Source: an optimization exercise on an open RTL-to-GDS flow (aim: small area). Production flows keep margins and buffers that such runs may drop.
The RTL was checked by simulation tests, not by an equivalence proof against the original design.
Power figures rest on the tool's default switching activity, not on a simulated workload.

==> flow/design.v <==
module sine_q (input wire [6:0] idx, output wire [10:0] q);
  wire [6:0] k = idx[6] ? ({1'b0, ~idx[5:0]} + 7'd1) : {1'b0, idx[5:0]};
  localparam [63:0] T0 = 64'h76b59a07ffb58738;
  localparam [63:0] T1 = 64'h8057c1bbde8779aa;
  localparam [63:0] T2 = 64'hd0b6bd7d40d301cc;
  localparam [63:0] T3 = 64'he588d4fe6a4f01f0;
  localparam [63:0] T4 = 64'hf92a4c00736a54aa;
  localparam [63:0] T5 = 64'hfe3369552926cc66;
  localparam [63:0] T6 = 64'hffc38e664db496b4;
  localparam [63:0] T7 = 64'hfffc0f878e38e738;
  localparam [63:0] T8 = 64'hfffff007f03f07c0;
  localparam [63:0] T9 = 64'hfffffff8003ff800;
  localparam [63:0] T10 = 64'hffffffffffc00000;
  assign q[0] = T0[k[5:0]] | k[6];
  assign q[1] = T1[k[5:0]] | k[6];
  assign q[2] = T2[k[5:0]] | k[6];
  assign q[3] = T3[k[5:0]] | k[6];
  assign q[4] = T4[k[5:0]] | k[6];
  assign q[5] = T5[k[5:0]] | k[6];
  assign q[6] = T6[k[5:0]] | k[6];
  assign q[7] = T7[k[5:0]] | k[6];
  assign q[8] = T8[k[5:0]] | k[6];
  assign q[9] = T9[k[5:0]] | k[6];
  assign q[10] = T10[k[5:0]] | k[6];
endmodule
module acm_top #(
  parameter integer TICK_DIV = 562
) (
  input  wire        clk,
  input  wire        rst,
  input  wire [15:0] FMC_AD_i,
  output wire [15:0] FMC_AD_o,
  output wire        FMC_AD_oe,
  input  wire        FMC_NADV,
  input  wire        FMC_NOE,
  input  wire        FMC_NWE,
  input  wire        FMC_NE1,
  output wire        FMC_NWAIT,
  input  wire [15:0] magic_i,
  input  wire [15:0] fpga_id_i,
  input  wire [15:0] version_i,
  output wire [15:0] scratch_o
);
  reg [1:0] ne1_s, noe_s, nwe_s, nadv_s;
  reg [15:0] ad_s0, ad_in;
  always @(posedge clk) begin
    ne1_s  <= {ne1_s[0],  FMC_NE1};
    noe_s  <= {noe_s[0],  FMC_NOE};
    nwe_s  <= {nwe_s[0],  FMC_NWE};
    nadv_s <= {nadv_s[0], FMC_NADV};
    ad_s0  <= FMC_AD_i;
    ad_in  <= ad_s0;
  end
  wire ne1  = ne1_s[1];
  wire noe  = noe_s[1];
  wire nwe  = nwe_s[1];
  wire nadv = nadv_s[1];
  reg  [1:0]  st;         
  reg         wr;         
  reg         nwe_d;
  reg         rd_done;
  reg  [7:0]  addr;
  reg  [7:0]  adr;
  reg  [15:0] wdata;
  reg  [15:0] rd_data;
  wire idle  = (st == 2'd0);
  wire ph1   = st[0];
  wire ph2   = st[1];
  wire start_rd = idle & ~ne1 & ~noe & ~rd_done;
  wire start_wr = idle & ~ne1 & nwe & ~nwe_d & ~start_rd;
  wire start    = start_rd | start_wr;
  wire rd_ph1   = ph1 & ~wr;
  wire wr_ph1   = ph1 &  wr;
  wire rd_ph2   = ph2 & ~wr;
  wire wr_ph2   = ph2 &  wr;
  wire [15:0] wd = wdata & {16{~rst}};
  wire [15:0] rd_mux;
  always @(posedge clk or posedge rst) begin
    if (rst) begin
      st      <= 2'd0;
      wr      <= 1'b0;
      nwe_d   <= 1'b1;
      rd_done <= 1'b0;
    end else begin
      nwe_d <= nwe;
      st    <= {ph1, start};
      if (start) wr <= start_wr;
      if (noe)         rd_done <= 1'b0;
      else if (rd_ph2) rd_done <= 1'b1;
    end
  end
  always @(posedge clk) begin
    if (~nadv | rst) addr <= ad_in[7:0] & {8{~rst}};
    if (start) adr <= addr;
    if (rd_ph1)                  wdata <= rd_mux;
    else if (~ne1 & ~nwe & ~wr_ph1) wdata <= ad_in;
    if (rd_ph2 | rst) rd_data <= wd;
  end
  wire drive_ad = ~ne1 & ~noe;
  assign FMC_AD_oe = drive_ad;
  assign FMC_AD_o  = (drive_ad & ~rst) ? rd_data : 16'd0;
  assign FMC_NWAIT = 1'b1;
  wire sel_audio = adr[6];
  wire [5:0] a = adr[5:0];
  reg [15:0] scratch;
  reg [2:0]  ctrl;
  reg [31:0] freq  [0:7];
  reg        gate  [0:7];
  reg [2:0]  wave  [0:7];
  reg [7:0]  level [0:7];
  wire we_scratch = wr_ph2 & ~sel_audio & (adr[1:0] == 2'd2);
  wire we_ctrl    = wr_ph2 &  sel_audio & (a == 6'd0);
  always @(posedge clk) begin
    if (we_scratch | rst) scratch <= wd;
    if (we_ctrl | rst)    ctrl    <= wd[2:0];
  end
  assign scratch_o = scratch;
  genvar gv;
  generate
    for (gv = 0; gv < 8; gv = gv + 1) begin : g_voice
      wire hit   = wr_ph2 & sel_audio & a[5] & (a[4:2] == gv);
      wire we_hi = hit & (a[1:0] == 2'd0);
      wire we_lo = hit & (a[1:0] == 2'd1);
      wire we_ct = hit & (a[1:0] == 2'd2);
      always @(posedge clk) begin
        if (we_hi | rst) freq[gv][31:16] <= wd;
        if (we_lo | rst) freq[gv][15:0]  <= wd;
        if (we_ct | rst) begin
          gate[gv]  <= wd[0];
          wave[gv]  <= wd[3:1];
          level[gv] <= wd[15:8];
        end
      end
    end
  endgenerate
  reg  [9:0] cnt;
  reg        live;
  wire [9:0] cnt_inc;
  rca #(10) u_cnt (.a(cnt), .b(10'd0), .ci(1'b1), .s(cnt_inc), .co());
  wire wrap = (cnt == TICK_DIV - 1);
  always @(posedge clk or posedge rst) begin
    if (rst) begin
      cnt  <= 10'd10;
      live <= 1'b0;
    end else begin
      cnt  <= wrap ? 10'd0 : cnt_inc;
      if (wrap) live <= 1'b1;
    end
  end
  wire       run_a   = (cnt[9:3] == 7'd1);
  wire       run_b   = (cnt[9:4] == 6'd0) ? (cnt[3] & (cnt[2:0] != 3'd0)) : (cnt == 10'd16);
  wire [2:0] va      = cnt[2:0];
  wire [2:0] vb      = cnt[2:0] - 3'd1;
  wire       d_first = (cnt == 10'd11);
  wire       d_last  = (cnt == 10'd18);
  wire pend_ad = addr[6] & addr[5];
  wire pend_vb = wr & sel_audio & a[5];
  wire fw_lo = (start_wr & pend_ad & (addr[4:2] == va) & (addr[1:0] == 2'd1)) |
               (pend_vb & (ph1 | ph2) & (a[4:2] == va) & (a[1:0] == 2'd1));
  wire fw_hi = pend_vb & (ph1 | ph2) & (a[4:2] == vb) & (a[1:0] == 2'd0);
  wire fw_ct = pend_vb & (ph1 | ph2) & (a[4:2] == vb) & (a[1:0] == 2'd2);
  wire [7:0] oh_a = 8'd1 << va;
  wire [7:0] oh_b = 8'd1 << vb;
  integer v, i;
  reg  [15:0] ph_lo [0:7];
  reg  [15:0] ph_hi [0:7];
  reg  [15:0] a_freq;
  always @(*) begin
    a_freq = wdata & {16{fw_lo}};
    for (v = 0; v < 8; v = v + 1)
      a_freq = a_freq | (freq[v][15:0] & {16{oh_a[v] & ~fw_lo}});
  end
  wire [15:0] pn_lo;
  wire        cy_a;
  rca #(16) u_phl (.a(ph_lo[0]), .b(a_freq), .ci(1'b0), .s(pn_lo), .co(cy_a));
  reg         cy_b;
  always @(posedge clk) begin
    cy_b <= cy_a;
    if (run_a | ~live) begin
      for (i = 0; i < 7; i = i + 1) ph_lo[i] <= ph_lo[i + 1];
      ph_lo[7] <= pn_lo & {16{live}};
    end
  end
  reg  [15:0] b_freq;
  reg  [1:0]  b_wave;
  reg         b_gate;
  reg  [7:0]  b_level;
  always @(*) begin
    b_freq  = wdata & {16{fw_hi}};
    b_wave  = wdata[2:1] & {2{fw_ct}};
    b_gate  = wdata[0] & fw_ct;
    b_level = wdata[15:8] & {8{fw_ct}};
    for (v = 0; v < 8; v = v + 1) begin
      b_freq  = b_freq  | (freq[v][31:16] & {16{oh_b[v] & ~fw_hi}});
      b_wave  = b_wave  | (wave[v][1:0] & {2{oh_b[v] & ~fw_ct}});
      b_gate  = b_gate  | (gate[v] & oh_b[v] & ~fw_ct);
      b_level = b_level | (level[v] & {8{oh_b[v] & ~fw_ct}});
    end
  end
  wire [15:0] pn_hi;
  rca #(16) u_phh (.a(ph_hi[0]), .b(b_freq), .ci(cy_b), .s(pn_hi), .co());
  always @(posedge clk) begin
    if (run_b | ~live) begin
      for (i = 0; i < 7; i = i + 1) ph_hi[i] <= ph_hi[i + 1];
      ph_hi[7] <= pn_hi & {16{live}};
    end
  end
  wire [16:0] pb = {pn_hi, ph_lo[7][15]};    
  wire [10:0] sq;
  sine_q u_sine (.idx(pb[15:9]), .q(sq));
  reg  [15:0] w_b;
  always @(*) begin
    case (b_wave)
      2'd0: w_b = {1'b0, sq, 4'b0};
      2'd1: w_b = pb[16:1] ^ 16'h8000;
      2'd2: w_b = pb[16] ? 16'h7FFF : 16'h8000;
      default: w_b = (pb[15:0] ^ {16{pb[16]}}) ^ 16'h8000;
    endcase
  end
  reg [15:0] w_c;
  reg [7:0]  lv_c;
  reg        neg_c;
  always @(posedge clk) begin
    w_c   <= w_b;
    lv_c  <= b_level & {8{b_gate & live}};
    neg_c <= (b_wave == 2'd0) & pb[16] & live;
  end
  wire [23:0] prod;
  smul16x8 u_mul (.w(w_c), .l(lv_c), .p(prod));
  reg  [15:0] sc_d;
  reg         neg_d, z_d;
  always @(posedge clk) begin
    sc_d  <= prod[23:8];
    neg_d <= neg_c;
    z_d   <= (prod[7:4] == 4'd0);
  end
  reg  [18:0] mix;
  wire [15:0] sc = sc_d ^ {16{neg_d}};
  wire [18:0] mix_sum;
  rca #(19) u_mix (.a(d_first ? 19'd0 : mix), .b({{3{sc[15]}}, sc}), .ci(neg_d & z_d),
                   .s(mix_sum), .co());
  reg  [15:0] sample;
  always @(posedge clk) begin
    mix <= mix_sum;
    if (d_last | rst) sample <= mix_sum[18:3] & {16{~rst}};
  end
  wire [11:0] dac = (sample[15:14] == 2'b10) ? 12'd0 :
                    (sample[15:14] == 2'b01) ? 12'd4095 :
                    {~sample[14], sample[13:3]};
  wire a_core = ~sel_audio;
  wire a_low  = sel_audio & ~a[5] & (a[4:2] == 3'd0);
  wire a_vce  = sel_audio & a[5];
  wire [7:0] oh_r = 8'd1 << a[4:2];
  reg [15:0] rmux;
  integer r;
  always @(*) begin
    rmux = (magic_i   & {16{a_core & (adr[1:0] == 2'd0)}}) |
           (fpga_id_i & {16{a_core & (adr[1:0] == 2'd1)}}) |
           (scratch   & {16{a_core & (adr[1:0] == 2'd2)}}) |
           (version_i & {16{a_core & (adr[1:0] == 2'd3)}}) |
           ({13'd0, ctrl} & {16{a_low & (a[1:0] == 2'd0)}}) |
           (sample        & {16{a_low & (a[1:0] == 2'd2)}}) |
           ({4'd0, dac}   & {16{a_low & (a[1:0] == 2'd3)}});
    for (r = 0; r < 8; r = r + 1)
      rmux = rmux |
             (freq[r][31:16] & {16{a_vce & oh_r[r] & (a[1:0] == 2'd0)}}) |
             (freq[r][15:0]  & {16{a_vce & oh_r[r] & (a[1:0] == 2'd1)}}) |
             ({level[r], 4'b0, wave[r], gate[r]} & {16{a_vce & oh_r[r] & (a[1:0] == 2'd2)}});
  end
  assign rd_mux = rmux;
endmodule
module rca #(parameter integer W = 8) (
  input  wire [W-1:0] a,
  input  wire [W-1:0] b,
  input  wire         ci,
  output wire [W-1:0] s,
  output wire         co
);
  wire [W:0] c;
  assign c[0] = ci;
  genvar k;
  generate
    for (k = 0; k < W; k = k + 1) begin : g_bit
      assign s[k]   = a[k] ^ b[k] ^ c[k];
      assign c[k+1] = (a[k] & b[k]) | (c[k] & (a[k] ^ b[k]));
    end
  endgenerate
  assign co = c[W];
endmodule
module smul16x8 (
  input  wire [15:0] w,
  input  wire [7:0]  l,
  output wire [23:0] p
);
  wire [16:0] r [0:7];
  genvar j;
  generate
    for (j = 0; j < 8; j = j + 1) begin : g_row
      assign r[j] = {1'b0, ~(l[j] & w[15]), w[14:0] & {15{l[j]}}};
    end
  endgenerate
  wire [23:0] acc [0:7];
  assign acc[0] = {7'd0, r[0][15], ~r[0][15], r[0][14:0]};
  generate
    for (j = 1; j < 8; j = j + 1) begin : g_add
      wire [15:0] s;
      wire        co;
      rca #(16) u_row (.a(acc[j-1][j+15:j]), .b(r[j][15:0]), .ci(1'b0), .s(s), .co(co));
      if (j < 7) begin : g_mid
        assign acc[j] = {{(7-j){1'b0}}, co, s, acc[j-1][j-1:0]};
      end else begin : g_last
        assign acc[j] = {co, s, acc[j-1][j-1:0]};
      end
    end
  endgenerate
  assign p = acc[7] ^ 24'h800000;
endmodule
==> flow/run.sh <==
#!/bin/bash
# synth_recipe.tcl (not shown) runs the flow's synth.tcl, then flattens the netlist and writes it again
# the make line also repeats each setting of config.mk as NAME=value (left out here)
make -C /OpenROAD-flow-scripts/flow DESIGN_CONFIG=/design/flow/config.mk WORK_HOME=/design/flow/orfs CLKGATE_MAP_FILE= SYNTH_SCRIPT=/design/flow/synth_recipe.tcl finish
==> flow/config.mk <==
export PLATFORM = sky130hd
export DESIGN_NAME = acm_top
export DESIGN_NICKNAME = acm_top
export VERILOG_FILES = /design/flow/design.v
export SDC_FILE = /design/flow/constraint.sdc
export NUM_CORES = 4
export LEC_CHECK = 0
export CAP_MARGIN = 20
export CORE_MARGIN = 2
export CORE_UTILIZATION = 60
export CTS_BUF_LIST = sky130_fd_sc_hd__clkbuf_16
export CTS_CLUSTER_DIAMETER = 80
export CTS_CLUSTER_SIZE = 24
export SLEW_MARGIN = 20
==> flow/constraint.sdc <==
create_clock -name core_clock -period 16.0 [get_ports {clk}]
set_input_delay 3.2000 -clock core_clock [delete_from_list [all_inputs] [get_ports {clk}]]
set_output_delay 3.2000 -clock core_clock [all_outputs]
set_load 0.01 [all_outputs]
==> results by group, run 1 <==
Synthesis
  – Gate Count Post-Synth: 2,555
  – Post-synth ARST share: 1.98%
  – Netlist cell types: just over 80
  – Number of synthesized flops with an enable pin: ~690
  – Ranking of synthesized cells by area: edfxtp_1 (57%), fa_1 (8.5%), dfxtp_1 (5.7%)
  – Avg Cell Area, Syn: ~14 um2
  – Cell taking the most area after synthesis: edfxtp_1
  – Ys Warns: 14
  – Synth top area share: between 50% and 60%
  – Ys flop type: edfxtp_1
  – Mapped cell area: 36,200 um2
  – Synthesis-stage register bit count: 808
  – Register area share after synthesis: 63.9%
  – Syn Nets: approximately 2.8k

STA
  – Slew headroom: approximately an eighth
  – Worst slew pin tran: 1.30 ns
  – RSZ-0062 raised after global routing: no
  – # setup viols final: 0
  – Final Critical Period: 13.61 ns
  – Setup TNS Final: 0 ns
  – FMAX: 73.5 MHz
  – Fin. max-slew vios: 0
  – Final Skew: 0.0412 ns
  – Hold slack: 0.330 ns
  – Crit share post-route: 85.0%
  – Hold Fails Final Rpt: 0

Clock tree
  – CTS tree: built
  – CTS Buf Count: around 40
  – Post-CTS sizing: 0
  – Hold_buf cts: 0
  – Clock Pin Slew Worst Setup and Hold Paths: 0.10 ns
  – Clock root buffer: clkbuf_16
  – Clock sink count: ~810
  – Clock buffer depth: 3
  – Clk Latency, worst-skew pair: 0.63 ns
  – CTS H-tree depth: 2
  – Post-CTS setup buffer count: 0

Power and ir drop
  – Pleak: 0.0152 uW
  – Pwr Density: between 100 and 150 nW/um2
  – Worst VDD drop: 0.0759 mV

Finish
  – Final nets: around 2.9k
  – Multi-input logic area: 12,500 um2
  – Post-layout util: between 60 and 70%
  – Share of post-route cells with drive strength above 1: under 10%
  – Layout area overhead: 10.4%
  – Non-Filler Instances: ~3.5k
  – Reg area: 23,200 um2
  – # fillers: ~4.3k

Drt
  – Detailed-route wire length per cell: roughly 34 um
  – Residual DRC count: 0
  – Via count: 25.0k
  – Via-per-instance ratio: 7.20
  – Drt total wl: about 120,000 um
  – Drt pass-1 iters: 9
  – ANT nets after route: 0
  – 1st-iter DRT viols: 4,237

Place
  – Placed instance count: around 3.4k
  – PortBufs: 102
  – Placer congestion estimate: 1.05
  – HPWL Detailed: 80,500 um

Setup path
  – RR Startpoint: lv_c[1]
  – Critical path's largest stage delay: about 0.69 ns
  – Crit path DAT: 14.11 ns
  – Required time of the critical path: between 15 and 20 ns
  – CP Max Fanout: 16
  – Critical path startpoint: lv_c[1]
  – CP startpoint kind: register
  – Slowest cell on crit path: dfxtp_1
  – Setup CP Type: register to register
  – Critical Path Most Common Cell: fa_1
  – Kind of end point of the critical path: register

Global route
  – Grt ovf: 0
  – First-pass GRT wire length: between 150,000 and 200,000 um
  – Total GRT Usage: a little under two fifths
  – Vias in the first global route: 24.3k
  – Largest net degree at the start of global routing: 97
  – Initial antenna violation count: 5

Run status
  – Status: no timing/DRC/antenna violations

Worst hold path
  – Hold/Removal Path Class: register to register
  – HP Start: ad_s0[7]

Floorplan
  – Core area: roughly 60,000 um2
  – IO Count: about 100
  – Core Rows: 90
  – Die Span X: 250 um
  – Die Y: roughly 250 um
  – Starting Density: 60.4%
  – DIE AREA: 62,400 um2

Job
  – Max Cap Viol: 0
-- path summary, 6_finish.rpt --
path	to	slack, ns	depth (start not counted)
max	sc_d[14]	2.39	33
min	ad_in[7]	0.33	0
max reg2reg	sc_d[14]	2.39	33
min reg2reg	ad_in[7]	0.33	0
max in group asynchronous	nwe_d	12.48	4
min in group asynchronous	cnt[9]	3.11	4
-- critical path: cells and delay by family, from the launching register on --
kind	cells	cell delay (ns)
buffers and inverters	5	0.31
adders and majority gates	27	12.29
DFF	1	0.69
and+or+nand+nor	1	0.22
-- per-layer routing --
| metal | vias up | part of all wire (%) | track usage (%) |
|---|---|---|---|
| met2 | 2222 | 42 | 55.3 |
| met3 | 609 | 16 | 15.1 |
| li1 | 9985 | - | - |
| met4 | 4 | 7.8 | 22.4 |
| met1 | 12200 | 34 | 49.2 |
| met5 | - | 0.10 | 1.24 |
-- cells in the mapped netlist, types with 31 or more instances --
| library cell | instances |
|---|---|
| a21oi_1 | 44 |
| nor2b_1 | 61 |
| inv_1 | 100 |
| dfxtp_1 | 103 |
| and2_1 | 143 |
| fa_1 | 153 |
| a22o_1 | 33 |
| nand3_1 | 52 |
| clkbuf_1 | 127 |
| o21ai_0 | 57 |
| nand4_1 | 31 |
| a221oi_1 | 77 |
| edfxtp_1 | 689 |
| nand2_1 | 142 |
| a222oi_1 | 32 |
| nor2_1 | 111 |
| a22oi_1 | 215 |
-- cells by family (layout without fill, tap and decap cells) --
family	count (synthesis)	count (layout)	synth area share [%]
buf+inv	247	380	2.65
fa+ha+maj	192	192	9.73
other cells	1	7	0.0103
xor+xnor	38	38	0.939
flops	808	808	63.9
mux	23	23	0.687
simple gates	643	643	9.40
compound gates	603	603	12.7
-- per-stage QoR --
stage	setup slack, ns	cell area, um2	power, uW
6_report	2.39	40000	4050
5_1_grt	1.77	40000	4140
4_1_cts	2.33	39900	4020
3_5_place_dp	2.36	38700	2920
3_3_place_gp	2.54	38700	2910
2_1_floorplan	2.84	36200	2710
-- sequential cells by signal (all words and copies together), names as in the netlist, 19 cells and up --
signal	flops
level	64
ph_hi	128
wave	24
freq	256
mix	19
ph_lo	128
-- cells in the final DEF (no fill, tap or decap), types with 31 or more instances in the layout --
| master | count |
|---|---|
| edfxtp_1 | 689 |
| a22oi_1 | 215 |
| fa_1 | 153 |
| and2_1 | 143 |
| nand2_1 | 141 |
| inv_1 | 122 |
| dfxtp_1 | 103 |
| clkdlybuf4s50_1 | 101 |
| buf_4 | 100 |
| nor2_1 | 92 |
| a221oi_1 | 77 |
| nand3_1 | 52 |
| nor2b_1 | 49 |
| a21oi_1 | 44 |
| clkbuf_16 | 41 |
| o21ai_0 | 40 |
| a22o_1 | 33 |
| a222oi_1 | 32 |
| nand4_1 | 31 |
-- cell type report --
cell class | instances | share of cell area [%]
Antenna cell | 6 | 0.0375
Sequential cell | 808 | 57.9
Timing Repair Buffer | 205 | 4.50
Clock buffer | 41 | 2.56
Multi-Input combinational cell | 1500 | 31.2
Inverter | 100 | 0.938
Tap cell | 782 | 2.45
Clock inverter | 34 | 0.435
-- power breakdown --
group	total, uW	leakage (uW)	switching [uW]	internal, uW
Sequential	2510	0.00859	96.2	2410
Clock	1150	0.000673	666	480
Combinational	393	0.00591	272	121
Total	4050	0.0152	1030	3010
==> inputs of run 2 (changes only) <==
==> flow/flow/run.sh (new file) <==
#!/bin/bash
set -euo pipefail
bash standard.sh "BUFFER_PORTS_ARGS=-buffer_cell sky130_fd_sc_hd__buf_1" finish > standard_flow.log 2>&1
==> flow/standard.sh (new file) <==
#!/bin/bash
# synth_recipe.tcl (not shown) runs the flow's synth.tcl, then flattens the netlist and writes it again
# the make line also repeats each setting of config.mk as NAME=value (left out here)
make -C /OpenROAD-flow-scripts/flow DESIGN_CONFIG=/design/flow/config.mk WORK_HOME=/design/flow/orfs CLKGATE_MAP_FILE= SYNTH_SCRIPT=/design/flow/synth_recipe.tcl "${@:-finish}"
removed: flow/run.sh
==> run 2 against run 1 <==
  * Still clean
  * Non-clock buffer count shrank 4
  * Critical path depth stayed put
  * Final cell count fell by 0.20%
  * Synthesized area unchanged
  * Wire length rose by 0.66%
  * Largest cell class unchanged
==> results by group, run 2 <==
Run status
  – Status: no timing/DRC/antenna violations

Setup path
  – CP startpoint kind: register
  – Kind of end point of the critical path: register
  – Critical path's largest stage delay: 0.65 ns (-0.04 ns)
  – Required time of the critical path: 16.50 ns (about the same)
  – Critical Path Most Common Cell: fa_1
  – CP Max Fanout: 15 (-1)
  – Slowest cell on crit path: dfxtp_1
  – Setup CP Type: register to register
  – Crit path DAT: 14.03 ns (-0.08 ns)

STA
  – Fin. max-slew vios: 0 (unchanged)
  – Hold Fails Final Rpt: 0 (unchanged)
  – FMAX: 73.9 MHz (+0.54%)
  – Slew headroom: 11.5% (-0.99 points)
  – Final Critical Period: 13.53 ns (-0.0730 ns)
  – Setup TNS Final: 0 ns (unchanged)
  – Worst slew pin tran: 1.32 ns (+0.0147 ns)
  – Final Skew: 0.0514 ns (+0.0102 ns)
  – RSZ-0062 raised after global routing: no
  – Crit share post-route: 84.6% (-0.46 points)
  – # setup viols final: 0 (unchanged)
  – Final setup margin: 2.47 ns (+0.0730 ns)
  – Hold slack: 0.331 ns (+0.000371 ns)

Floorplan
  – Die Y: 250 um (unchanged)
  – Core Rows: 90 (unchanged)
  – DIE AREA: 62,400 um2 (unchanged)
  – Starting Density: 60.4% (unchanged)
  – IO Count: 104 (unchanged)
  – Core area: 60,000 um2 (unchanged)
  – Die Span X: 250 um (unchanged)

Drt
  – Drt total wl: 120,000 um (+0.66%)
  – Via-per-instance ratio: 7.14 (-0.77%)
  – Drt pass-1 iters: 7 (-2)
  – Residual DRC count: 0 (unchanged)
  – ANT nets after route: 0 (unchanged)
  – Detailed-route wire length per cell: 34.6 um (+0.86%)
  – 1st-iter DRT viols: 4,335 (+2.3%)
  – Via count: 24.8k (-0.97%)

Finish
  – Max reg flops: 256 (unchanged)
  – # fillers: 4,335 (+1.7%)
  – Final nets: 2,904 (-0.14%)
  – Largest Register: freq
  – Layout area overhead: 8.72%
  – Most frequent cells in the layout: edfxtp_1 (689), a22oi_1 (215), fa_1 (152), and2_1 (143), nand2_1 (141)
  – Final Instance Area: 39,400 um2 (-1.5%)
  – Share of post-route cells with drive strength above 1: 9.69% (+0.014 points)
  – Post-layout util: 65.7% (-0.99 points)
  – Commonest non-fill, non-tap cell in the layout: edfxtp_1
  – Top Registers: freq (256), ph_hi (128), ph_lo (128)

Job
  – Max Cap Viol: 0 (unchanged)

Clock tree
  – CTS tree: built
  – Post-CTS setup buffer count: 0 (unchanged)
  – Clock Pin Slew Worst Setup and Hold Paths: 0.10 ns (about the same)
  – Clock root buffer: clkbuf_16
  – Hold_buf cts: 0 (unchanged)
  – CTS H-tree depth: 2 (unchanged)
  – CTS Buf Count: 41 (unchanged)
  – Clock sink count: 808 (unchanged)
  – Clock buffer depth: 3 (unchanged)
  – Clk Latency, worst-skew pair: 0.63 ns (about the same)
  – Post-CTS sizing: 0 (unchanged)

Synthesis
  – Gate Count Post-Synth: 2,555 (unchanged)
  – Ys flop type: edfxtp_1
  – Post-synth ARST share: 1.98% (unchanged)
  – Ranking of synthesized cells by area: edfxtp_1 (57%), fa_1 (8.5%), dfxtp_1 (5.7%)
  – Synth top cells by count: edfxtp_1 (689), a22oi_1 (215), fa_1 (153)
  – Netlist cell types: 83 (unchanged)
  – Syn Nets: 2,807 (unchanged)
  – Cell taking the most area after synthesis: edfxtp_1
  – Synth top area share: 57.1% (unchanged)
  – Ys Warns: 14 (unchanged)
  – Mapped cell area: 36,200 um2 (unchanged)
  – Most common cell in the netlist: edfxtp_1
  – Avg Cell Area, Syn: 14.2 um2 (unchanged)
  – Register area share after synthesis: 63.9% (unchanged)
  – Synthesis-stage register bit count: 808 (unchanged)
  – Number of synthesized flops with an enable pin: 689 (unchanged)

Global route
  – Grt ovf: 0 (unchanged)
  – Vias in the first global route: 24.1k (-0.77%)
  – Largest net degree at the start of global routing: 87 (-10%)
  – Initial antenna violation count: 7 (+2)
  – First-pass GRT wire length: 170,000 um (about the same)
  – Total GRT Usage: 38.5% (+0.28 points)

Place
  – PortBufs: 102 (unchanged)
  – Placer congestion estimate: 1.04 (-0.37%)
  – HPWL Detailed: 80,500 um (about the same)
  – Area post-placement: 38,100 um2 (-1.6%)
  – Post-Place Setup Slack: 2.38 ns (+0.0244 ns)

Power and ir drop
  – Worst VDD drop: 0.101 mV (+33%)
  – Pleak: 0.0149 uW (-1.7%)
  – Pwr Density: 103 nW/um2 (+1.7%)

Worst hold path
  – Hold/Removal Path Class: register to register
## run 2: cell counts after synthesis
No cell type changed its count.
## run 2: worst paths after layout
path | to | cells past startpoint | start | slack (ns)
max in group asynchronous | live | 4 | rst | 12.11
worst max-delay path | sc_d[14] | 33 | lv_c[0] | 2.47
worst min register to register | ad_in[5] | 0 | ad_s0[5] | 0.33
worst max register to register | sc_d[14] | 33 | lv_c[0] | 2.47
worst min-delay path | ad_in[5] | 0 | ad_s0[5] | 0.33
min in group asynchronous | cnt[7] | 3 | rst | 2.98
## run 2: kinds of logic (layout without fill, tap and decap cells)
logic type               Yosys count  in the layout  synth area share, %
flip-flops                       808            808                 63.9
multiplexers                      23             23                0.687
XOR/XNOR                          38             38                0.939
AND/OR/NAND/NOR                  643            643                 9.40
buffers and inverters            247            376                 2.65
adder cells (fa/ha/maj)          192            192                 9.73
other                              1              4               0.0103
AO/OA/AOI/OAI                    603            603                 12.7
## run 2: where the power goes
part / leakage [uW] / internal, uW / switching (uW)
Sequential: 0.00859 / 2410 / 96.9
Combinational: 0.00562 / 104 / 272
Clock: 0.000702 / 500 / 671
## run 2: worst max-delay path: cells and delay by family, from the launching register on
family / cells / cell delay (ns)
buffers and inverters: 5 / 0.30
and+or+nand+nor: 1 / 0.22
DFF: 1 / 0.65
adders and majority gates: 27 / 12.26
## run 2: metrics by stage
step                cells  power [uW]
floorplan            2555        2710
global placement     3389        2900
detailed placement   3391        2900
CTS                  3466        4030
global route         3466        4150
finish               3469        4060
## run 2: cell type report
cell class / instances / area, um2 / area share [%]
clock inverter: 32 / 173 / 0.438
multi-input combinational: 1500 / 12500 / 31.7
clock buffer: 43 / 1080 / 2.73
sequential: 808 / 23200 / 58.8
antenna: 3 / 7.51 / 0.0191
timing repair buffer: 201 / 1130 / 2.87
tap: 782 / 978 / 2.48
inverter: 100 / 375 / 0.953
## run 2: layer usage
| metal | share of wire [%] | wire, um | vias up | global-route usage [%] |
|---|---|---|---|---|
| met5 | 0.030 | 36 | - | 0 |
| met4 | 7.8 | 9380 | 6 | 23.1 |
| met3 | 15 | 17900 | 548 | 14.3 |
| met2 | 43 | 51200 | 2032 | 55.7 |
| met1 | 35 | 41600 | 12200 | 50.1 |
| li1 | - | - | 9967 | - |
==> inputs of run 3 (changes only) <==
==> flow/run.sh (new file) <==
#!/bin/bash
# synth_recipe.tcl (not shown) runs the flow's synth.tcl, then flattens the netlist and writes it again
# the make line also repeats each setting of config.mk as NAME=value (left out here)
make -C /OpenROAD-flow-scripts/flow DESIGN_CONFIG=/design/flow/config.mk WORK_HOME=/design/flow/orfs CLKGATE_MAP_FILE= SYNTH_SCRIPT=/design/flow/synth_recipe.tcl finish
--- a/flow/config.mk
+++ b/flow/config.mk
@@ -9,6 +9,6 @@
 export CORE_MARGIN = 2
 export CORE_UTILIZATION = 60
-export CTS_BUF_LIST = sky130_fd_sc_hd__clkbuf_16
-export CTS_CLUSTER_DIAMETER = 80
-export CTS_CLUSTER_SIZE = 24
+export CTS_BUF_LIST = sky130_fd_sc_hd__clkbuf_8
+export CTS_CLUSTER_DIAMETER = 70
+export CTS_CLUSTER_SIZE = 14
 export SLEW_MARGIN = 20
removed: flow/flow/run.sh
removed: flow/standard.sh
==> run 3 against run 2 <==
  * Largest cell class unchanged
  * Still clean
  * Critical path type unchanged
  * Synthesized area is the same
  * Hold slack got worse by 0.0085 ns
  * Setup slack got worse by 0.046 ns
  * Non-clock buffer count up 3
  * Sequential share of layout area fell by 0.91 points
  * Clock skew rose by 0.020 ns
  * Combinational power grew 5%
  * Total power is 0.69% lower
  * Maximum frequency down 0.34%
==> results by group, run 3 <==
Run status
  – Status: no timing/DRC/antenna violations

Synthesis
  – Syn Nets: 2,807 (unchanged)
  – Ranking of synthesized cells by area: edfxtp_1 (57%), fa_1 (8.5%), dfxtp_1 (5.7%)
  – Avg Cell Area, Syn: 14.2 um2 (unchanged)
  – Ys flop type: edfxtp_1
  – Synthesis-stage register bit count: 808 (unchanged)
  – Ys Warns: 14 (unchanged)
  – Post-synth ARST share: 1.98% (unchanged)
  – Synth top area share: 57.1% (unchanged)
  – Gate Count Post-Synth: 2,555 (unchanged)
  – Cell taking the most area after synthesis: edfxtp_1
  – Most common cell in the netlist: edfxtp_1
  – Netlist cell types: 83 (unchanged)
  – Number of synthesized flops with an enable pin: 689 (unchanged)
  – Mapped cell area: 36,200 um2 (unchanged)
  – Register area share after synthesis: 63.9% (unchanged)
  – Synth top cells by count: edfxtp_1 (689), a22oi_1 (215), fa_1 (153)

Clock tree
  – Post-CTS setup buffer count: 0 (unchanged)
  – CTS H-tree depth: 3 (+1)
  – CTS tree: built
  – CTS Buf Count: 68 (+66%)
  – Hold_buf cts: 0 (unchanged)
  – Clock root buffer: clkbuf_8
  – Clock Pin Slew Worst Setup and Hold Paths: 0.10 ns (about the same)
  – Clk Latency, worst-skew pair: 0.73 ns (+0.10 ns)
  – Clock buffer depth: 3 (unchanged)
  – Clock sink count: 808 (unchanged)
  – Post-CTS sizing: 0 (unchanged)

Power and ir drop
  – Worst VDD drop: 0.0937 mV (-7.4%)
  – Pleak: 0.0153 uW (+2.5%)
  – Pwr Density: 101 nW/um2 (-2.2%)

Setup path
  – Worst Reg-to-Reg Cells: 33 (unchanged)
  – Critical path's largest stage delay: 0.67 ns (+0.02 ns)
  – Crit path DAT: 14.16 ns (+0.13 ns)
  – Required time of the critical path: 16.58 ns (+0.08 ns)
  – Slowest cell on crit path: dfxtp_1
  – CP Max Fanout: 16 (+1)
  – Kind of end point of the critical path: register
  – Setup slack, reg-to-reg: 2.42 ns (-0.05 ns)
  – CP startpoint kind: register
  – Critical Path Most Common Cell: fa_1
  – RR Startpoint: lv_c[1]
  – Reg-to-Reg End: sc_d[14]
  – Setup CP Type: register to register

Worst hold path
  – Cell depth of the worst min-delay path: 0 (unchanged)
  – WHS Endpoint: ad_in[3]
  – HP Start: ad_s0[3]
  – Hold/Removal Path Class: register to register

Global route
  – Total GRT Usage: 38.6% (+0.061 points)
  – Initial antenna violation count: 7 (unchanged)
  – Largest net degree at the start of global routing: 97 (+11%)
  – Vias in the first global route: 24.6k (+1.8%)
  – Grt ovf: 0 (unchanged)
  – First-pass GRT wire length: 171,000 um (+0.53%)

STA
  – Slew headroom: 13.3% (+1.9 points)
  – Final Skew: 0.0719 ns (+0.0205 ns)
  – Crit share post-route: 84.9% (+0.29 points)
  – Hold Fails Final Rpt: 0 (unchanged)
  – Final setup margin: 2.42 ns (-0.0459 ns)
  – Final Critical Period: 13.58 ns (+0.0459 ns)
  – # setup viols final: 0 (unchanged)
  – Fin. max-slew vios: 0 (unchanged)
  – RSZ-0062 raised after global routing: no
  – FMAX: 73.6 MHz (-0.34%)
  – Worst slew pin tran: 1.29 ns (-0.0281 ns)
  – Setup TNS Final: 0 ns (unchanged)

Finish
  – Most frequent cells in the layout: edfxtp_1 (689), a22oi_1 (215), fa_1 (153), inv_1 (146), and2_1 (143)
  – Layout area overhead: 10.4%
  – Share of post-route cells with drive strength above 1: 10.4% (+0.73 points)
  – Largest Register: freq
  – Commonest non-fill, non-tap cell in the layout: edfxtp_1
  – Final nets: 2,934 (+1.0%)
  – Top Registers: freq (256), ph_hi (128), ph_lo (128)
  – Max reg flops: 256 (unchanged)

Drt
  – Via-per-instance ratio: 7.09 (-0.81%)
  – Drt pass-1 iters: 12 (+5)
  – 1st-iter DRT viols: 4,552 (+5.0%)
  – Drt total wl: 120,000 um (+0.18%)
  – Residual DRC count: 0 (unchanged)
  – Via count: 25.0k (+0.71%)
  – ANT nets after route: 0 (unchanged)
  – Detailed-route wire length per cell: 34.2 um (-1.3%)

Floorplan
  – Core area: 60,000 um2 (unchanged)
  – Core Rows: 90 (unchanged)
  – IO Count: 104 (unchanged)
  – Die Span X: 250 um (unchanged)
  – Starting Density: 60.4% (unchanged)
  – DIE AREA: 62,400 um2 (unchanged)
  – Die Y: 250 um (unchanged)

Place
  – Post-Place Setup Slack: 2.36 ns (-0.0244 ns)
  – Placer congestion estimate: 1.05 (+0.37%)
  – PortBufs: 102 (unchanged)
  – HPWL Detailed: 80,500 um (about the same)

Job
  – Max Cap Viol: 0 (unchanged)
-- run 3: changes by cell type in the layout (fill, tap and decap cells not counted), sizes merged --
cell,change
diode,+1
bufinv,+1
buf,-97
clkbuf,+26
inv,+19
clkinvlp,+2
clkdlybuf4s50,+101
-- run 3: power breakdown --
| part | leakage (uW) | internal (uW) | switching, uW | total (uW) |
|---|---|---|---|---|
| logic | 0.00591 | 121 | 273 | 393 |
| registers | 0.00859 | 2410 | 95.6 | 2510 |
| clock network | 0.000791 | 433 | 695 | 1130 |
| total | 0.0153 | 2960 | 1060 | 4030 |
-- run 3: critical path, delay by kind of cell, from the launching register on --
kind	cells	cell delay, ns
AND/OR/NAND/NOR	1	0.22
flip-flops	1	0.67
buffers and inverters	5	0.31
adder cells (fa/ha/maj)	27	12.29
-- run 3: per-layer routing --
metal	share of wire, %	track usage, %	wire [um]	vias to the layer above
met2	42	55.2	50400	2123
met4	8.2	23.7	9920	9
met3	15	15.1	18100	643
met5	0.22	2.63	270	-
met1	35	49.7	41700	12100
li1	-	-	-	10100
-- run 3: area by class of cell --
| class | count | area, um2 |
|---|---|---|
| inverter | 100 | 375 |
| timing repair buffer | 204 | 1790 |
| antenna | 4 | 10.0 |
| clock buffer | 70 | 963 |
| clock inverter | 54 | 279 |
| sequential | 808 | 23200 |
| multi-input combinational | 1500 | 12500 |
| tap | 782 | 978 |
| fill | 4257 | 20000 |
-- run 3: cells by family after synthesis --
family | Yosys count | synth area share, %
other | 1 | 0.0103
AOI/OAI and AO/OA | 603 | 12.7
xor gates and xnor gates | 38 | 0.939
muxes | 23 | 0.687
DFF | 808 | 63.9
and+or+nand+nor | 643 | 9.40
buffers and inverters | 247 | 2.65
adders and majority gates | 192 | 9.73
-- run 3: worst max-delay path by stage --
stage / start / end / slack, ns / cells after the start
after floorplan: lv_c[1] / sc_d[14] / 2.84 / 34
after global placement: lv_c[1] / sc_d[14] / 2.54 / 33
after detailed placement: lv_c[1] / sc_d[14] / 2.36 / 33
after CTS: lv_c[1] / sc_d[14] / 2.34 / 33
after global routing: lv_c[1] / sc_d[14] / 1.77 / 33
final: lv_c[1] / sc_d[14] / 2.42 / 33
-- run 3: per-stage QoR --
step	instances	utilization [%]	instance area (um2)	hold slack [ns]	total power, uW
floorplan	2555	-	36200	0.305	2710
global placement	3393	64.4	38700	0.313	2910
detailed placement	3393	64.5	38700	0.313	2920
CTS	3517	66.5	39900	0.329	4010
global route	3519	66.7	40000	0.333	4130
finish	3522	66.7	40000	0.322	4030
==> inputs of run 4 (changes only) <==
--- a/flow/design.v
+++ b/flow/design.v
@@ -163,22 +163,36 @@
   wire [7:0] oh_b = 8'd1 << vb;
   integer v, i;
+  reg  [1:0]  pq;
+  always @(posedge clk or posedge rst) begin
+    if (rst)       pq <= 2'd0;
+    else if (wrap) pq <= pq + 2'd1;
+  end
+  wire [3:0]  tsel = (4'd1 << pq) & {4{live}};
   reg  [15:0] ph_lo [0:7];
   reg  [15:0] ph_hi [0:7];
+  wire [15:0] lo_tap = (ph_lo[0] & {16{tsel[0]}}) | (ph_lo[6] & {16{tsel[1]}}) |
+                       (ph_lo[4] & {16{tsel[2]}}) | (ph_lo[2] & {16{tsel[3]}});
+  wire [15:0] hi_tap = (ph_hi[0] & {16{tsel[0]}}) | (ph_hi[6] & {16{tsel[1]}}) |
+                       (ph_hi[4] & {16{tsel[2]}}) | (ph_hi[2] & {16{tsel[3]}});
   reg  [15:0] a_freq;
   always @(*) begin
-    a_freq = wdata & {16{fw_lo}};
+    a_freq = wdata & {16{fw_lo & live}};
     for (v = 0; v < 8; v = v + 1)
-      a_freq = a_freq | (freq[v][15:0] & {16{oh_a[v] & ~fw_lo}});
+      a_freq = a_freq | (freq[v][15:0] & {16{oh_a[v] & ~fw_lo & live}});
   end
   wire [15:0] pn_lo;
   wire        cy_a;
-  rca #(16) u_phl (.a(ph_lo[0]), .b(a_freq), .ci(1'b0), .s(pn_lo), .co(cy_a));
-  reg         cy_b;
+  rca #(16) u_phl (.a(lo_tap), .b(a_freq), .ci(1'b0), .s(pn_lo), .co(cy_a));
+  reg         cy_b, p15_b;
+  wire [3:0]  wr_a = tsel & {4{run_a}} | {4{~live}};    
+  wire [3:0]  wr_b = tsel & {4{run_b}} | {4{~live}};
   always @(posedge clk) begin
-    cy_b <= cy_a;
-    if (run_a | ~live) begin
-      for (i = 0; i < 7; i = i + 1) ph_lo[i] <= ph_lo[i + 1];
-      ph_lo[7] <= pn_lo & {16{live}};
-    end
+    cy_b  <= cy_a;
+    p15_b <= pn_lo[15];
+    for (i = 0; i < 8; i = i + 1) ph_lo[i] <= ph_lo[(i + 1) % 8];
+    if (wr_a[0]) ph_lo[7] <= pn_lo;
+    if (wr_a[1]) ph_lo[5] <= pn_lo;
+    if (wr_a[2]) ph_lo[3] <= pn_lo;
+    if (wr_a[3]) ph_lo[1] <= pn_lo;
   end
   reg  [15:0] b_freq;
@@ -187,10 +201,10 @@
   reg  [7:0]  b_level;
   always @(*) begin
-    b_freq  = wdata & {16{fw_hi}};
+    b_freq  = wdata & {16{fw_hi & live}};
     b_wave  = wdata[2:1] & {2{fw_ct}};
     b_gate  = wdata[0] & fw_ct;
     b_level = wdata[15:8] & {8{fw_ct}};
     for (v = 0; v < 8; v = v + 1) begin
-      b_freq  = b_freq  | (freq[v][31:16] & {16{oh_b[v] & ~fw_hi}});
+      b_freq  = b_freq  | (freq[v][31:16] & {16{oh_b[v] & ~fw_hi & live}});
       b_wave  = b_wave  | (wave[v][1:0] & {2{oh_b[v] & ~fw_ct}});
       b_gate  = b_gate  | (gate[v] & oh_b[v] & ~fw_ct);
@@ -199,12 +213,13 @@
   end
   wire [15:0] pn_hi;
-  rca #(16) u_phh (.a(ph_hi[0]), .b(b_freq), .ci(cy_b), .s(pn_hi), .co());
+  rca #(16) u_phh (.a(hi_tap), .b(b_freq), .ci(cy_b), .s(pn_hi), .co());
   always @(posedge clk) begin
-    if (run_b | ~live) begin
-      for (i = 0; i < 7; i = i + 1) ph_hi[i] <= ph_hi[i + 1];
-      ph_hi[7] <= pn_hi & {16{live}};
-    end
+    for (i = 0; i < 8; i = i + 1) ph_hi[i] <= ph_hi[(i + 1) % 8];
+    if (wr_b[0]) ph_hi[7] <= pn_hi;
+    if (wr_b[1]) ph_hi[5] <= pn_hi;
+    if (wr_b[2]) ph_hi[3] <= pn_hi;
+    if (wr_b[3]) ph_hi[1] <= pn_hi;
   end
-  wire [16:0] pb = {pn_hi, ph_lo[7][15]};    
+  wire [16:0] pb = {pn_hi, p15_b};           
   wire [10:0] sq;
   sine_q u_sine (.idx(pb[15:9]), .q(sq));
==> flow/flow/run.sh (new file) <==
#!/bin/bash
set -euo pipefail
bash standard.sh "BUFFER_PORTS_ARGS=-buffer_cell sky130_fd_sc_hd__buf_1" finish > standard_flow.log 2>&1
==> flow/standard.sh (new file) <==
#!/bin/bash
# synth_recipe.tcl (not shown) runs the flow's synth.tcl, then flattens the netlist and writes it again
# the make line also repeats each setting of config.mk as NAME=value (left out here)
make -C /OpenROAD-flow-scripts/flow DESIGN_CONFIG=/design/flow/config.mk WORK_HOME=/design/flow/orfs CLKGATE_MAP_FILE= SYNTH_SCRIPT=/design/flow/synth_recipe.tcl "${@:-finish}"
==> flow/config.mk (replaced) <==
export PLATFORM = sky130hd
export DESIGN_NAME = acm_top
export DESIGN_NICKNAME = acm_top
export VERILOG_FILES = /design/flow/design.v
export SDC_FILE = /design/flow/constraint.sdc
export NUM_CORES = 4
export LEC_CHECK = 0
export CAP_MARGIN = 10
export CORE_MARGIN = 2
export CORE_UTILIZATION = 60
export CTS_BUF_LIST = sky130_fd_sc_hd__clkbuf_16
export CTS_CLUSTER_DIAMETER = 80
export CTS_CLUSTER_SIZE = 24
export SLEW_MARGIN = 10
removed: flow/run.sh
==> run 4 against run 3 <==
  * Design area fell by 4.0%
  * Sequential share of layout area down 4.1 points
  * Synthesized cell count up 9.5%
  * Core utilization fell by 1.3 points
  * Critical path depth down 2
  * Critical endpoint unchanged
  * Largest power group unchanged
  * Highest routed layer unchanged
==> results by group, run 4 <==
Drt
  – Drt pass-1 iters: 10 (-2)
  – Via-per-instance ratio: 7.18 (+1.3%)
  – Detailed-route wire length per cell: 34.2 um (about the same)
  – Residual DRC count: 0 (unchanged)
  – Drt total wl: 125,000 um (+3.6%)
  – ANT nets after route: 0 (unchanged)
  – Via count: 26.2k (+5.0%)
  – 1st-iter DRT viols: 4,952 (+8.8%)

Power and ir drop
  – Worst VDD drop: 0.108 mV (+15%)
  – Pwr Density: 101 nW/um2 (+0.58%)
  – Switching share of power: 24.5% (-1.9 points)
  – Pleak: 0.0145 uW (-5.2%)
  – P_int: 2940 uW (-0.98%)
  – NetSw: 954 uW (-10%)
  – Clock share of power: 31.5% (+3.5 points)
  – Sequential power share: 62.1% (about the same)
  – Combinational cell fraction of total power: 6.4% (-3.4 points)

Synthesis
  – Most common cell in the netlist: edfxtp_1
  – Synth top area share: 36.6% (-20 points)
  – Ys Warns: 8 (-6)
  – Netlist cell types: 88 (+6.0%)
  – Synthesis-stage register bit count: 811 (+0.37%)
  – Avg Cell Area, Syn: 12.7 um2 (-11%)
  – Post-synth ARST share: 2.22% (+0.24 points)
  – Cell taking the most area after synthesis: edfxtp_1
  – Syn Nets: 3,054 (+8.8%)
  – Number of synthesized flops with an enable pin: 433 (-37%)
  – Register area share after synthesis: 58.2% (-5.7 points)
  – Gate Count Post-Synth: 2,798 (+9.5%)
  – Ys flop type: edfxtp_1
  – Ranking of synthesized cells by area: edfxtp_1 (37%), dfxtp_1 (20%), fa_1 (8.6%)
  – Mapped cell area: 35,500 um2 (-2.1%)
  – Synth top cells by count: edfxtp_1 (433), dfxtp_1 (360), a22oi_1 (216)

Finish
  – Layout area overhead: 8.31%
  – Largest Register: freq
  – Reg area: 20,700 um2 (-11%)
  – # fillers: 4,390 (+3.1%)
  – Post-layout util: 65.4% (-1.3 points)
  – Top Registers: freq (256), ph_hi (128), ph_lo (128)
  – Final Instance Area: 38,400 um2 (-4.0%)
  – Multi-input logic area: 14,100 um2 (+13%)
  – Commonest non-fill, non-tap cell in the layout: edfxtp_1
  – Final nets: 3,103 (+5.8%)
  – Most frequent cells in the layout: edfxtp_1 (433), dfxtp_1 (360), a22oi_1 (216), nand2_1 (173), fa_1 (153)
  – Max reg flops: 256 (unchanged)
  – Share of post-route cells with drive strength above 1: 10.2% (-0.19 points)

Setup path
  – CP startpoint kind: register
  – Critical Path Most Common Cell: fa_1
  – Top delay family on crit path: adder cells
  – Crit path DAT: 14.30 ns (+0.14 ns)
  – Critical path's largest stage delay: 0.68 ns (about the same)
  – Required time of the critical path: 16.50 ns (-0.08 ns)
  – Setup CP Type: register to register
  – Kind of end point of the critical path: register
  – CP Max Fanout: 16 (unchanged)
  – Bufs and invs on worst path: 3 (-2)
  – Slowest cell on crit path: dfxtp_1

STA
  – Final Critical Period: 13.80 ns (+0.217 ns)
  – Worst slew pin tran: 1.40 ns (+0.106 ns)
  – RSZ-0062 raised after global routing: no
  – Crit share post-route: 86.2% (+1.4 points)
  – Slew headroom: 6.72% (-6.6 points)
  – Hold Fails Final Rpt: 0 (unchanged)
  – Final Skew: 0.0438 ns (-0.0281 ns)
  – # setup viols final: 0 (unchanged)
  – FMAX: 72.5 MHz (-1.6%)
  – Fin. max-slew vios: 0 (unchanged)
  – Hold slack: 0.330 ns (+0.00800 ns)
  – Setup TNS Final: 0 ns (unchanged)

Clock tree
  – Clock sink count: 811 (+0.37%)
  – Clock Pin Slew Worst Setup and Hold Paths: 0.08 ns (-0.02 ns)
  – Hold_buf cts: 0 (unchanged)
  – Post-CTS setup buffer count: 0 (unchanged)
  – Clk Latency, worst-skew pair: 0.63 ns (-0.10 ns)
  – CTS tree: built
  – CTS Buf Count: 42 (-38%)
  – Post-CTS sizing: 0 (unchanged)
  – CTS H-tree depth: 2 (-1)
  – Clock buffer depth: 3 (unchanged)
  – Clock root buffer: clkbuf_16

Floorplan
  – IO Count: 104 (unchanged)
  – Die Y: 247 um (-1.0%)
  – Die Span X: 247 um (-1.0%)
  – Core area: 58,800 um2 (-2.0%)
  – Starting Density: 60.4% (about the same)
  – Core Rows: 89 (-1.1%)
  – DIE AREA: 61,100 um2 (-2.1%)

Global route
  – Largest net degree at the start of global routing: 42 (-57%)
  – Total GRT Usage: 41.1% (+2.5 points)
  – Vias in the first global route: 25.2k (+2.6%)
  – Grt ovf: 0 (unchanged)
  – First-pass GRT wire length: 178,000 um (+4.1%)
  – Initial antenna violation count: 4 (-3)

Place
  – Area post-placement: 37,100 um2 (-4.2%)
  – HPWL Detailed: 81,800 um (+1.6%)
  – Placer congestion estimate: 1.02 (-2.3%)
  – PortBufs: 102 (unchanged)

Run status
  – Status: no timing/DRC/antenna violations

Job
  – Max Cap Viol: 0 (unchanged)

Worst hold path
  – Hold/Removal Path Class: register to register
## run 4: cell count changes after synthesis, moves of 13 or more
cell,delta
dfxtp_1,+257
clkbuf_1,+25
a221o_1,+17
mux2_2,+53
a21oi_1,+76
edfxtp_1,-256
and3_1,-14
a222oi_1,+31
nand2_1,+31
nor2_1,+40
nor3_1,-13
## run 4: worst paths after layout
path,depth (start not counted),endpoint,start,slack [ns]
setup reg to reg,31,sc_d[14],lv_c[1],2.20
setup / recovery,31,sc_d[14],lv_c[1],2.20
max in group asynchronous,3,cnt[3],rst,12.60
min in group asynchronous,3,rd_done,rst,3.05
hold / removal,0,ad_in[10],ad_s0[10],0.33
hold reg to reg,0,ad_in[10],ad_s0[10],0.33
## run 4: area by class of cell
type / count / share of cell area [%]
clock buffer: 45 / 2.93
inverter: 91 / 0.889
timing repair buffer: 189 / 2.75
antenna: 1 / 0.00651
sequential: 811 / 53.8
multi-input combinational: 1712 / 36.6
clock inverter: 28 / 0.527
tap: 773 / 2.52
## run 4: power groups by stage
stage               sequential, uW  clock [uW]  combinational [uW]
floorplan                     2410           0                 123
global route                  2420        1300                 250
global placement              2450           0                 230
detailed placement            2450           0                 231
CTS                           2410        1230                 233
finish                        2410        1230                 249
## run 4: per-layer routing
layer  global-route usage [%]  share of wire [%]  up-vias
met5                        0              0.036        -
li1                         -                  -    10600
met2                     57.9                 41     2186
met1                     54.9                 36    12800
met4                     22.5                7.0        6
met3                     15.5                 15      557
## run 4: worst reg2reg max path, delay by kind of cell (launching register included)
kind	cells	cell delay, ns
adders and majority gates	27	12.65
DFF	1	0.68
and+or+nand+nor	1	0.22
buffers and inverters	3	0.14
## run 4: through the flow
stage / total power (uW) / worst slack, ns / instances
2_1_floorplan: 2540 / 2.67 / 2798
3_3_place_gp: 2680 / 2.36 / 3575
3_5_place_dp: 2690 / 2.14 / 3575
4_1_cts: 3870 / 2.09 / 3648
5_1_grt: 3970 / 1.65 / 3649
6_report: 3890 / 2.20 / 3650
## run 4: logic make-up (layout without fill, tap and decap cells)
logic type	Yosys count	after routing	synth area share, %
AO/OA/AOI/OAI	742	742	15.8
XOR/XNOR	44	44	1.12
adder cells (fa/ha/maj)	196	196	10.1
buffers and inverters	275	353	3.03
flip-flops	811	811	58.2
multiplexers	80	80	2.53
other	1	2	0.0106
AND/OR/NAND/NOR	649	649	9.21
==> inputs of run 5 (changes only) <==
--- a/flow/config.mk
+++ b/flow/config.mk
@@ -6,5 +6,5 @@
 export NUM_CORES = 4
 export LEC_CHECK = 0
-export CAP_MARGIN = 10
+export CAP_MARGIN = 20
 export CORE_MARGIN = 2
 export CORE_UTILIZATION = 60
@@ -12,3 +12,3 @@
 export CTS_CLUSTER_DIAMETER = 80
 export CTS_CLUSTER_SIZE = 24
-export SLEW_MARGIN = 10
+export SLEW_MARGIN = 20
==> run 5 against run 4 <==
  * Synthesized cell count unchanged
  * Combinational power about the same
  * Non-clock buffer count increased by 3
  * Critical path type unchanged
  * Setup slack improved by 0.018 ns
  * Total power about the same
  * Die area unchanged
  * Global-route usage increased by 0.13 points
  * First-iteration DRC count decreased by 2.6%
  * Critical path depth unchanged
  * Sequential power about the same
  * Register-to-register slack improved by 0.02 ns
==> results by group, run 5 <==
Global route
  – Largest net degree at the start of global routing: 42 (unchanged)
  – Initial antenna violation count: 4 (unchanged)
  – Total GRT Usage: 41.2% (+0.13 points)
  – Grt ovf: 0 (unchanged)
  – First-pass GRT wire length: 178,000 um (+0.12%)
  – Vias in the first global route: 25.3k (+0.53%)

Finish
  – Final Instance Area: 38,500 um2 (+0.21%)
  – Max reg flops: 256 (unchanged)
  – Most frequent cells in the layout: edfxtp_1 (433), dfxtp_1 (360), a22oi_1 (216), nand2_1 (170), fa_1 (153)
  – Top Registers: freq (256), ph_hi (128), ph_lo (128)
  – # fillers: 4,424 (+0.77%)
  – Multi-input logic area: 14,100 um2 (+0.36%)
  – Final nets: 3,107 (+0.13%)
  – Share of post-route cells with drive strength above 1: 10.6% (+0.38 points)
  – Post-layout util: 65.5% (+0.14 points)
  – Layout area overhead: 8.54%
  – Largest Register: freq
  – Reg area: 20,700 um2 (unchanged)
  – Commonest non-fill, non-tap cell in the layout: edfxtp_1

Setup path
  – Bufs and invs on worst path: 3 (unchanged)
  – Setup CP Type: register to register
  – RR Startpoint: lv_c[1]
  – Critical Path Most Common Cell: fa_1
  – Setup slack, reg-to-reg: 2.22 ns (+0.02 ns)
  – Critical path's largest stage delay: 0.68 ns (about the same)
  – Worst Reg-to-Reg Cells: 31 (unchanged)
  – Slowest cell on crit path: dfxtp_1
  – Required time of the critical path: 16.51 ns (about the same)
  – CP Max Fanout: 16 (unchanged)
  – CP startpoint kind: register
  – Kind of end point of the critical path: register
  – Reg-to-Reg End: sc_d[14]
  – Crit path DAT: 14.28 ns (-0.02 ns)
  – Top delay family on crit path: adder cells

Drt
  – Met3 wire length: 19,300 um (+1.4%)
  – Met2 WL post-DR: 51,400 um (-0.11%)
  – ANT nets after route: 0 (unchanged)
  – Detailed-route wire length per cell: 34.2 um (+0.20%)
  – Drt total wl: 125,000 um (+0.36%)
  – Highest routed layer: met5
  – Wire length on met1: 45,000 um (-0.62%)
  – 1st-iter DRT viols: 4,821 (-2.6%)
  – Residual DRC count: 0 (unchanged)
  – Via-per-instance ratio: 7.22 (+0.54%)
  – Drt pass-1 iters: 10 (unchanged)
  – Via count: 26.4k (+0.71%)

Power and ir drop
  – P_int: 2920 uW (-0.42%)
  – Combinational cell fraction of total power: 6.5% (about the same)
  – Clock share of power: 31.4% (about the same)
  – Sequential power share: 62.1% (about the same)
  – Pwr Density: 101 nW/um2 (-0.30%)
  – NetSw: 963 uW (+0.94%)
  – Total Power: 3890 uW (about the same)
  – Pleak: 0.0145 uW (+0.13%)
  – Worst VDD drop: 0.124 mV (+15%)
  – Switching share of power: 24.8% (+0.25 points)

Floorplan
  – Core Rows: 89 (unchanged)
  – Core area: 58,800 um2 (unchanged)
  – Die Y: 247 um (unchanged)
  – Starting Density: 60.4% (unchanged)
  – Die Span X: 247 um (unchanged)
  – DIE AREA: 61,100 um2 (unchanged)
  – IO Count: 104 (unchanged)

Place
  – HPWL Detailed: 81,800 um (about the same)
  – Placer congestion estimate: 1.02 (unchanged)
  – PortBufs: 102 (unchanged)
  – Area post-placement: 37,100 um2 (+0.11%)

Synthesis
  – Avg Cell Area, Syn: 12.7 um2 (unchanged)
  – Mapped cell area: 35,500 um2 (unchanged)
  – Register area share after synthesis: 58.2% (unchanged)
  – Ys Warns: 8 (unchanged)
  – Netlist cell types: 88 (unchanged)
  – Post-synth ARST share: 2.22% (unchanged)
  – Ranking of synthesized cells by area: edfxtp_1 (37%), dfxtp_1 (20%), fa_1 (8.6%)
  – Cell taking the most area after synthesis: edfxtp_1
  – Number of synthesized flops with an enable pin: 433 (unchanged)
  – Synthesis-stage register bit count: 811 (unchanged)
  – Synth top cells by count: edfxtp_1 (433), dfxtp_1 (360), a22oi_1 (216)
  – Ys flop type: edfxtp_1
  – Syn Nets: 3,054 (unchanged)
  – Gate Count Post-Synth: 2,798 (unchanged)
  – Most common cell in the netlist: edfxtp_1
  – Synth top area share: 36.6% (unchanged)

Clock tree
  – Clock buffer depth: 3 (unchanged)
  – Clock Pin Slew Worst Setup and Hold Paths: 0.09 ns (about the same)
  – Clock sink count: 811 (unchanged)
  – Clock root buffer: clkbuf_16
  – CTS H-tree depth: 2 (unchanged)
  – CTS Buf Count: 43 (+2.4%)
  – CTS tree: built
  – Hold_buf cts: 0 (unchanged)
  – Post-CTS setup buffer count: 0 (unchanged)
  – Clk Latency, worst-skew pair: 0.63 ns (about the same)
  – Post-CTS sizing: 0 (unchanged)

STA
  – Hold slack: 0.324 ns (-0.00655 ns)
  – Crit share post-route: 86.1% (-0.11 points)
  – Fin. max-slew vios: 0 (unchanged)
  – Setup TNS Final: 0 ns (unchanged)
  – # setup viols final: 0 (unchanged)
  – Worst slew pin tran: 1.38 ns (-0.0158 ns)
  – RSZ-0062 raised after global routing: no
  – FMAX: 72.6 MHz (+0.13%)
  – Slew headroom: 7.78% (+1.1 points)
  – Final Critical Period: 13.78 ns (-0.0184 ns)
  – Hold Fails Final Rpt: 0 (unchanged)
  – Final Skew: 0.0394 ns (-0.00437 ns)

Run status
  – Status: no timing/DRC/antenna violations

Worst hold path
  – Hold/Removal Path Class: register to register
  – Cell depth of the worst min-delay path: 0 (unchanged)
  – WHS Endpoint: ph_hi[2][9]
  – HP Start: ph_hi[3][9]

Job
  – Max Cap Viol: 0 (unchanged)
[run 5: changes by cell type in the layout (fill, tap and decap cells not counted), moves of 2 or more]
cell	delta
buf_6	+2
diode_2	+4
nand2_2	+3
nand2_1	-3
nor2_4	+2
clkinv_4	+3
clkinv_1	-2
nor2b_4	+2
nor2b_1	-2
[run 5: worst max-delay path by stage]
stage          cells past startpoint        to  startpoint  slack (ns)
2_1_floorplan                     32  sc_d[14]     lv_c[1]        2.67
3_3_place_gp                      31  sc_d[14]     lv_c[1]        2.36
3_5_place_dp                      31  sc_d[14]     lv_c[1]        2.14
4_1_cts                           31  sc_d[14]     lv_c[1]        2.10
5_1_grt                           31  sc_d[14]     lv_c[1]        1.69
6_report                          31  sc_d[14]     lv_c[1]        2.22
[run 5: layer usage]
| layer | up-vias | GRT usage (%) |
|---|---|---|
| met5 | - | 0 |
| met4 | 4 | 23.8 |
| met3 | 593 | 16.3 |
| met2 | 2285 | 57.7 |
| met1 | 12900 | 54.4 |
| li1 | 10600 | - |
[run 5: through the flow]
stage | cells | setup slack (ns)
2_1_floorplan | 2798 | 2.67
3_3_place_gp | 3575 | 2.36
3_5_place_dp | 3577 | 2.14
4_1_cts | 3649 | 2.10
5_1_grt | 3651 | 1.69
6_report | 3656 | 2.22
[run 5: final cells by class]
cell class	count	area share [%]
Antenna cell	5	0.0325
Tap cell	773	2.51
Multi-Input combinational cell	1712	36.7
Inverter	91	0.887
Sequential cell	811	53.7
Timing Repair Buffer	192	2.79
Clock buffer	45	2.92
Clock inverter	27	0.533
[run 5: cells by family after synthesis]
kind of cell               count (synthesis)  share of synthesized area (%)
muxes                                     80                           2.53
buffers and inverters                    275                           3.03
other                                      1                         0.0106
adders and majority gates                196                           10.1
DFF                                      811                           58.2
xor gates and xnor gates                  44                           1.12
AOI/OAI and AO/OA                        742                           15.8
and+or+nand+nor                          649                           9.21
[run 5: power by group through the flow]
stage	clock network [uW]	logic (uW)	registers (uW)
final	1220	251	2410
after CTS	1230	234	2410
after floorplan	0	123	2410
after detailed placement	0	234	2450
after global placement	0	230	2450
after global routing	1300	252	2420

## re-timing with driven ports
In the flow no input, the clock included, has a driving cell. The finished layouts below were timed again as built, in two steps.
Step 1, drivers: a clkbuf_16 drives clk and a buf_2 each remaining input, both assumed.
Step 2 also shifts input and output timing later by t, the mid clock arrival at the registers, as if the neighbouring blocks saw the same clock.
a / b / c = no drivers / after step 1 / after step 2; a / b = the first two.
| run | t, ns | slack for setup (ns) | hold WS [ns] | clock arrival spread, ns | worst slew at a driven data input, ns |
|---|---|---|---|---|---|
| run 1 | 0.673 | 2.394 / 2.394 / 2.394 | 0.330 / 0.330 / 0.330 | 0.044 / 0.044 | 0.06 |
| run 2 | 0.672 | 2.467 / 2.467 / 2.467 | 0.331 / 0.331 / 0.331 | 0.052 / 0.052 | 0.07 |
| run 3 | 0.752 | 2.421 / 2.421 / 2.421 | 0.322 / 0.322 / 0.322 | 0.072 / 0.072 | 0.07 |
| run 4 | 0.669 | 2.204 / 2.204 / 2.204 | 0.330 / 0.330 / 0.330 | 0.046 / 0.046 | 0.05 |
| run 5 | 0.673 | 2.223 / 2.223 / 2.223 | 0.324 / 0.324 / 0.324 | 0.040 / 0.040 | 0.05 |
After both steps every run listed still meets setup and hold.
